Background: an optimization exercise with open tools, aiming at small area. Do not read the settings as production practice.
In this exercise RTL edits were held to simulation tests only and were not proved equivalent to the original.
The flow treats the clock pin as an ideal source. Dropping or thinning the clock tree relies on that and would not hold on a real chip.

==> 03-18 <==
==> flow/design.v <==
parameter ADD     = 4'b0000;
parameter SUB     = 4'b0001;
parameter AND     = 4'b0010;
parameter OR      = 4'b0011;
parameter XOR     = 4'b0100;
parameter NOT     = 4'b0101;
parameter MOV     = 4'b0110;
parameter NOP     = 4'b0111;
parameter LOAD    = 4'b1000;
parameter STORE   = 4'b1001;
parameter LOAD_IM = 4'b1010;
parameter BRN_Z   = 4'b1011;
parameter BRN_N   = 4'b1100;
parameter BRN_O   = 4'b1101;
parameter BRN     = 4'b1110;
module microprocessor #(parameter N = 8, ROM_addressBits = 6, RF_addressBits = 3) (
  input  logic                           clk             ,
  input  logic                           rst_n           ,
  input  logic [ 3+2*(RF_addressBits):0] ROM_data        ,
  input  logic [                  N-1:0] SRAM_data       ,
  output logic                           overflowPC      ,
  output logic                           ROM_readEnable  ,
  output logic                           SRAM_readEnable ,
  output logic                           SRAM_writeEnable,
  output logic [    ROM_addressBits-1:0] ROM_address     ,
  output logic [(2**RF_addressBits)-1:0] SRAM_address    ,
  output logic [                  N-1:0] SRAM_data_in
);
  localparam logic [1:0] S_INIT = 2'd0, S_RUN = 2'd1, S_LD2 = 2'd2, S_HALT = 2'd3;
  logic [1:0] state;
  logic [2:0] ph;
  wire st_init = (state == S_INIT);
  wire st_run  = (state == S_RUN);
  wire st_ld2  = (state == S_LD2);
  wire ph0 = (ph == 3'd0);
  wire ph7 = (ph == 3'd7);
  wire [3:0] op = ROM_data[9:6];
  wire [2:0] fa = ROM_data[5:3];
  wire [2:0] fb = ROM_data[2:0];
  wire is_alu    = !op[3] && !(op[2] && op[1] && op[0]);
  wire is_sub    = (op[2:0] == 3'b001);         
  wire is_addsub = (op[2:1] == 2'b00);          
  wire is_not    = (op[2:0] == 3'b101);         
  wire is_load   = (op == 4'b1000);
  wire is_store  = (op == 4'b1001);
  wire is_ldi    = (op == 4'b1010);
  wire is_undef  = (op == 4'b1111);
  wire is_branch = op[3] && (op[2] ? !(op[1] && op[0]) : (op[1] && op[0]));
  logic [7:0] pc;
  wire ov = pc[7];
  always_ff @(posedge clk or negedge rst_n) begin
    if (!rst_n) begin
      state <= S_INIT;
      ph    <= 3'd0;
    end else begin
      ph <= ph + 3'd1;
      if (ph7) begin
        case (state)
          S_INIT: state <= S_RUN;
          S_RUN:  state <= is_load ? S_LD2 : (ov ? S_HALT : S_RUN);
          S_LD2:  state <= ov ? S_HALT : S_RUN;
          default: state <= S_HALT;
        endcase
      end
    end
  end
  assign overflowPC     = (state == S_HALT);
  assign ROM_readEnable = ph7 && !(st_run && is_load);
  assign ROM_address    = pc[6:1];
  logic [7:0] R [0:7];
  wire [2:0] sel_a = is_not ? 3'd1 : fa;
  wire port_a = R[sel_a][0];
  wire port_b = R[fb][0];
  logic alu_c;
  wire bb   = port_b ^ is_sub;
  wire cin  = ph0 ? is_sub : alu_c;
  wire sum  = port_a ^ bb ^ cin;
  wire cout = (port_a & bb) | (port_a & cin) | (bb & cin);
  logic alu_r;
  always_comb begin
    case (op[2:0])
      3'b000, 3'b001: alu_r = sum;
      3'b010:         alu_r = port_a & port_b;
      3'b011:         alu_r = port_a | port_b;
      3'b110:         alu_r = port_b;
      default:        alu_r = port_a ^ port_b;
    endcase
  end
  logic flag_o, flag_n, flag_z;
  wire flag_clr = ph7 && (st_init || (st_run && is_branch));
  wire flag_upd = st_run && is_alu;
  always_ff @(posedge clk) begin
    alu_c <= cout;
    if (flag_clr) begin
      flag_o <= 1'b0;
      flag_n <= 1'b0;
      flag_z <= 1'b0;
    end else if (flag_upd) begin
      flag_o <= is_addsub & (cin ^ cout);
      flag_n <= alu_r;
      flag_z <= ~alu_r & (flag_z | ph0);
    end
  end
  logic [7:1] addr, dreg;
  wire addr_in = is_load ? port_b : port_a;
  assign SRAM_address     = {addr_in, addr[7:1]};
  assign SRAM_data_in     = {port_b, dreg[7:1]};
  assign SRAM_readEnable  = st_run && is_load && ph7;
  assign SRAM_writeEnable = st_run && is_store && ph7;
  always_ff @(posedge clk) begin
    addr <= {addr_in, addr[7:2]};
    dreg <= {(port_b & is_store), dreg[7:2]} | SRAM_data[7:1];
  end
  wire imm   = ph[1] | ph[2] ? fb[2] : (ph[0] ? fb[1] : fb[0]);
  wire ldbit = SRAM_data[0] | dreg[1];
  wire wbit  = op[3] ? (st_ld2 ? ldbit : imm) : alu_r;
  wire wen   = st_ld2 || (st_run && (is_alu || is_ldi));
  always_ff @(posedge clk) begin
    for (int i = 0; i < 8; i++) begin
      if (st_init || (wen && fa == i))
        R[i] <= {(i == 1) ? (wbit | st_init) : (wbit & !st_init), R[i][7:1]};
      else
        R[i] <= {R[i][0], R[i][7:1]};
    end
  end
  logic pc_c;
  logic cond;
  always_comb begin
    case (op[2:0])
      3'b011:  cond = flag_z;    
      3'b100:  cond = flag_n;    
      3'b101:  cond = flag_o;    
      default: cond = 1'b1;      
    endcase
  end
  wire taken  = st_run && is_branch && cond;
  wire pc_sub = ROM_data[5];
  wire mag    = ph[2] ? (!ph[1] && !ph[0] && ROM_data[4]) : ROM_data[ph[1:0]];
  wire px     = taken & (pc_sub ^ mag);
  wire pcin   = ph0 ? (st_run & (taken ? pc_sub : !is_undef)) : pc_c;
  wire psum   = pc[0] ^ px ^ pcin;
  always_ff @(posedge clk) begin
    pc_c <= (pc[0] & px) | (pc[0] & pcin) | (px & pcin);
    pc   <= {psum & !st_init, pc[7:1]};
  end
endmodule
==> flow/flow/run.sh <==
#!/bin/bash
# Standard ORFS layout, with the port buffers made from the smallest buffer
# cell and clock tree synthesis without dummy loads.
set -euo pipefail
export BUFFER_PORTS_ARGS="-buffer_cell sky130_fd_sc_hd__buf_1"
export CTS_ARGS="-sink_clustering_enable -repair_clock_nets -dont_use_dummy_load"
bash standard.sh > standard.log 2>&1
==> flow/standard.sh <==
#!/bin/bash
# synth_recipe.tcl (not shown) runs the flow's synth.tcl, then flattens the netlist and writes it again
# the make line also repeats each setting of config.mk as NAME=value (left out here)
make -C /OpenROAD-flow-scripts/flow DESIGN_CONFIG=/design/flow/config.mk WORK_HOME=/design/flow/orfs CLKGATE_MAP_FILE= SYNTH_SCRIPT=/design/flow/synth_recipe.tcl "${@:-finish}"
==> flow/config.mk <==
export PLATFORM = sky130hd
export DESIGN_NAME = microprocessor
export DESIGN_NICKNAME = microprocessor
export VERILOG_FILES = /design/flow/design.v
export SDC_FILE = /design/flow/constraint.sdc
export NUM_CORES = 4
export LEC_CHECK = 0
export ABC_AREA = 1
export CAP_MARGIN = 20
export CORE_MARGIN = 2
export CORE_UTILIZATION = 40
export SLEW_MARGIN = 20
==> flow/constraint.sdc <==
create_clock -name core_clock -period 10.0 [get_ports {clk}]
set_input_delay 2.0000 -clock core_clock [delete_from_list [all_inputs] [get_ports {clk}]]
set_output_delay 2.0000 -clock core_clock [all_outputs]
set_load 0.01 [all_outputs]
==> 04-11 (differences from 03-18) <==
==> flow/flow/run.sh (replaced) <==
#!/bin/bash
# Own layout flow: the standard flow (standard.sh) with three changes:
#  - synthesis is the standard flow's synthesis script, with ABC run with an area-oriented
#    script (flow/abc_area.script) instead of ORFS's;
#  - the port buffers are the smallest buffer cell (buf_1);
#  - the clock tree is made by hand (flow/cts_manual.tcl): the registers
#    are split into groups by position, each driven by one buffer, and the
#    clock port drives the buffers; flow/cts_buf.txt names the buffer cell
#    and the number of groups.
# Each tool's output goes to a log file in this folder (make's output to
# standard.log; ORFS keeps its per-step logs under orfs/logs/).
set -euo pipefail
W=$PWD
{
  echo "proc abc {args} { set i [lsearch \$args -script]; if {\$i >= 0} { lset args [expr {\$i+1}] $W/flow/abc_area.script }; yosys abc {*}\$args }"
  cat "$W/synth_recipe.tcl"
} > "$W/own_synth.tcl"
sed "s#SYNTH_SCRIPT=[^ ]*#SYNTH_SCRIPT=$W/own_synth.tcl#" "$W/standard.sh" > "$W/own_standard.sh"
grep -q "SYNTH_SCRIPT=$W/own_synth.tcl" "$W/own_standard.sh"
export BUFFER_PORTS_ARGS="-buffer_cell sky130_fd_sc_hd__buf_1"
export PRE_CTS_TCL="$W/flow/cts_manual.tcl"
read -r OWN_CTS_BUF OWN_CTS_GROUPS < "$W/flow/cts_buf.txt"
export OWN_CTS_BUF OWN_CTS_GROUPS
bash "$W/own_standard.sh" > "$W/standard.log" 2>&1
==> flow/flow/abc_area.script (new file) <==
strash
 &get -n
 &fraig -x
 &put
 scorr
 dc2
 dretime
 strash
 dc2
 strash
 &get -n
 &dch -f
 &nf -p
 &put
==> flow/flow/cts_buf.txt (new file) <==
sky130_fd_sc_hd__clkbuf_16 3
==> flow/flow/cts_manual.tcl (new file) <==
# Clock tree made by hand, run by ORFS's CTS step as its PRE_CTS_TCL hook.
# The design is small: the registers are split into OWN_CTS_GROUPS groups by
# position (k-means on the placed registers) and each group's clock pins are
# driven by one buffer (cell OWN_CTS_BUF) placed at the group's centre; the
# clock port drives these buffers directly. TritonCTS is then skipped.
set cts_buf_cell $::env(OWN_CTS_BUF)
set k_groups $::env(OWN_CTS_GROUPS)
set block [ord::get_db_block]
set db [ord::get_db]
set clknet [$block findNet clk]
set master [$db findMaster $cts_buf_cell]
set sinks {}
foreach iterm [$clknet getITerms] {
  set box [[$iterm getInst] getBBox]
  lappend sinks [list $iterm [expr {([$box xMin] + [$box xMax]) / 2.0}] [expr {([$box yMin] + [$box yMax]) / 2.0}]]
}
# initial centres: spread along x
set sorted [lsort -real -index 1 $sinks]
set n [llength $sorted]
set centres {}
for {set g 0} {$g < $k_groups} {incr g} {
  set s [lindex $sorted [expr {int(($g + 0.5) * $n / $k_groups)}]]
  lappend centres [list [lindex $s 1] [lindex $s 2]]
}
# balanced k-means: each group takes at most ceil(n/k) sinks, nearest first
set cap [expr {($n + $k_groups - 1) / $k_groups}]
for {set iter 0} {$iter < 20} {incr iter} {
  set pairs {}
  set i 0
  foreach s $sinks {
    set g 0
    foreach c $centres {
      set d [expr {abs([lindex $s 1] - [lindex $c 0]) + abs([lindex $s 2] - [lindex $c 1])}]
      lappend pairs [list $d $i $g]
      incr g
    }
    incr i
  }
  set assign [lrepeat $n -1]
  set count [lrepeat $k_groups 0]
  foreach p [lsort -real -index 0 $pairs] {
    lassign $p d i g
    if {[lindex $assign $i] >= 0 || [lindex $count $g] >= $cap} continue
    lset assign $i $g
    lset count $g [expr {[lindex $count $g] + 1}]
  }
  set newc {}
  for {set g 0} {$g < $k_groups} {incr g} {
    set sx 0.0; set sy 0.0; set m 0
    set i 0
    foreach s $sinks {
      if {[lindex $assign $i] == $g} {
        set sx [expr {$sx + [lindex $s 1]}]; set sy [expr {$sy + [lindex $s 2]}]; incr m
      }
      incr i
    }
    lappend newc [list [expr {$sx / $m}] [expr {$sy / $m}]]
  }
  set centres $newc
}
for {set g 0} {$g < $k_groups} {incr g} {
  set buf [odb::dbInst_create $block $master clkbuf_leaf_$g]
  set net [odb::dbNet_create $block clk_leaf_$g]
  $net setSigType CLOCK
  set m 0
  set i 0
  foreach s $sinks {
    if {[lindex $assign $i] == $g} {
      set iterm [lindex $s 0]
      $iterm disconnect
      $iterm connect $net
      incr m
    }
    incr i
  }
  [$buf findITerm A] connect $clknet
  [$buf findITerm X] connect $net
  set c [lindex $centres $g]
  $buf setLocation [expr {int([lindex $c 0])}] [expr {int([lindex $c 1])}]
  $buf setPlacementStatus PLACED
  puts "manual CTS: clkbuf_leaf_$g ($cts_buf_cell) drives $m clock pins"
}
set_propagated_clock [all_clocks]
proc clock_tree_synthesis {args} { puts "clock_tree_synthesis skipped: clock tree made by hand" }
Settings changed: ABC_AREA 1 to not set.
==> impl_metrics.json <==
{
  "max-vdd-ir-drop_mv": 0.0937,
  "preCtsSetupSlack_ns": 4.31,
  "finalWorstPathRequiredPeriod_ns": 5.66,
  "critical-path-slowest-cell": "mux4_2",
  "placed_area_um2": 3120,
  "synth_top_family_by_area": "compound AO/OA/AOI/OAI gates",
  "status": "complete, no violations",
  "tightest_slew_ns": 0.957,
  "dp.cells": 363,
  "share_of_the_yosys_chip_area_belonging_to_registers_pct": 67.4,
  "num-nets-final": 300
}
the above is filed under 04-11

==> impl_metrics.json <==
{
  "dp.cells": 464,
  "tightest_slew_ns": 0.478,
  "cp_cell_sequence": "buf_1 > nand3_1 > nand2_1 > nand2_1 > o21ai_0 > o21bai_1 > nand3_1 > nand3_1 > nand2_1 > buf_1",
  "synth_top_family_by_area": "simple AND/OR/NAND/NOR gates",
  "share_of_the_yosys_chip_area_belonging_to_registers_pct": 62.3,
  "preCtsSetupSlack_ns": 4.70,
  "tritoncts_clock_tree": "done",
  "status": "complete, no violations",
  "critical-path-slowest-cell": "nand3_1",
  "placed_area_um2": 3360
}
the above is filed under 03-18

The clock cells of 04-11 come from the design's own scripts or RTL, not from TritonCTS.

==> afterwards: timing with drivers on the ports <==
The results above use ideal ports. As a check the final layouts listed here were re-extracted and re-timed, cells and wires unchanged.
Step 1, drivers: a clkbuf_16 drives clk and a buf_2 each remaining input, both assumed.
Step 2 moves the port delays by t, midway between the first and last clock arrival at a register: inputs arrive t later, outputs are due t later. That takes back most of the time a late clock gives input paths.
a / b / c = no drivers / after step 1 / after step 2; a / b = the first two.
| run | t (ns) | slack for setup (ns) | worst hold slack (ns) | worst data-port slew with drivers (ns) |
|---|---|---|---|---|
| 03-18 | 0.359 | 4.685 / 4.659 / 4.659 | 0.314 / 0.314 / 0.314 | 0.04 |
| 04-11 | 0.226 | 4.335 / 4.294 / 4.294 | 0.326 / 0.326 / 0.326 | 0.04 |
After both steps every run listed still meets setup and hold. The setup slack of 04-11, which loses most, moves by -0.041 ns with the drivers and by -0.041 ns with both steps.
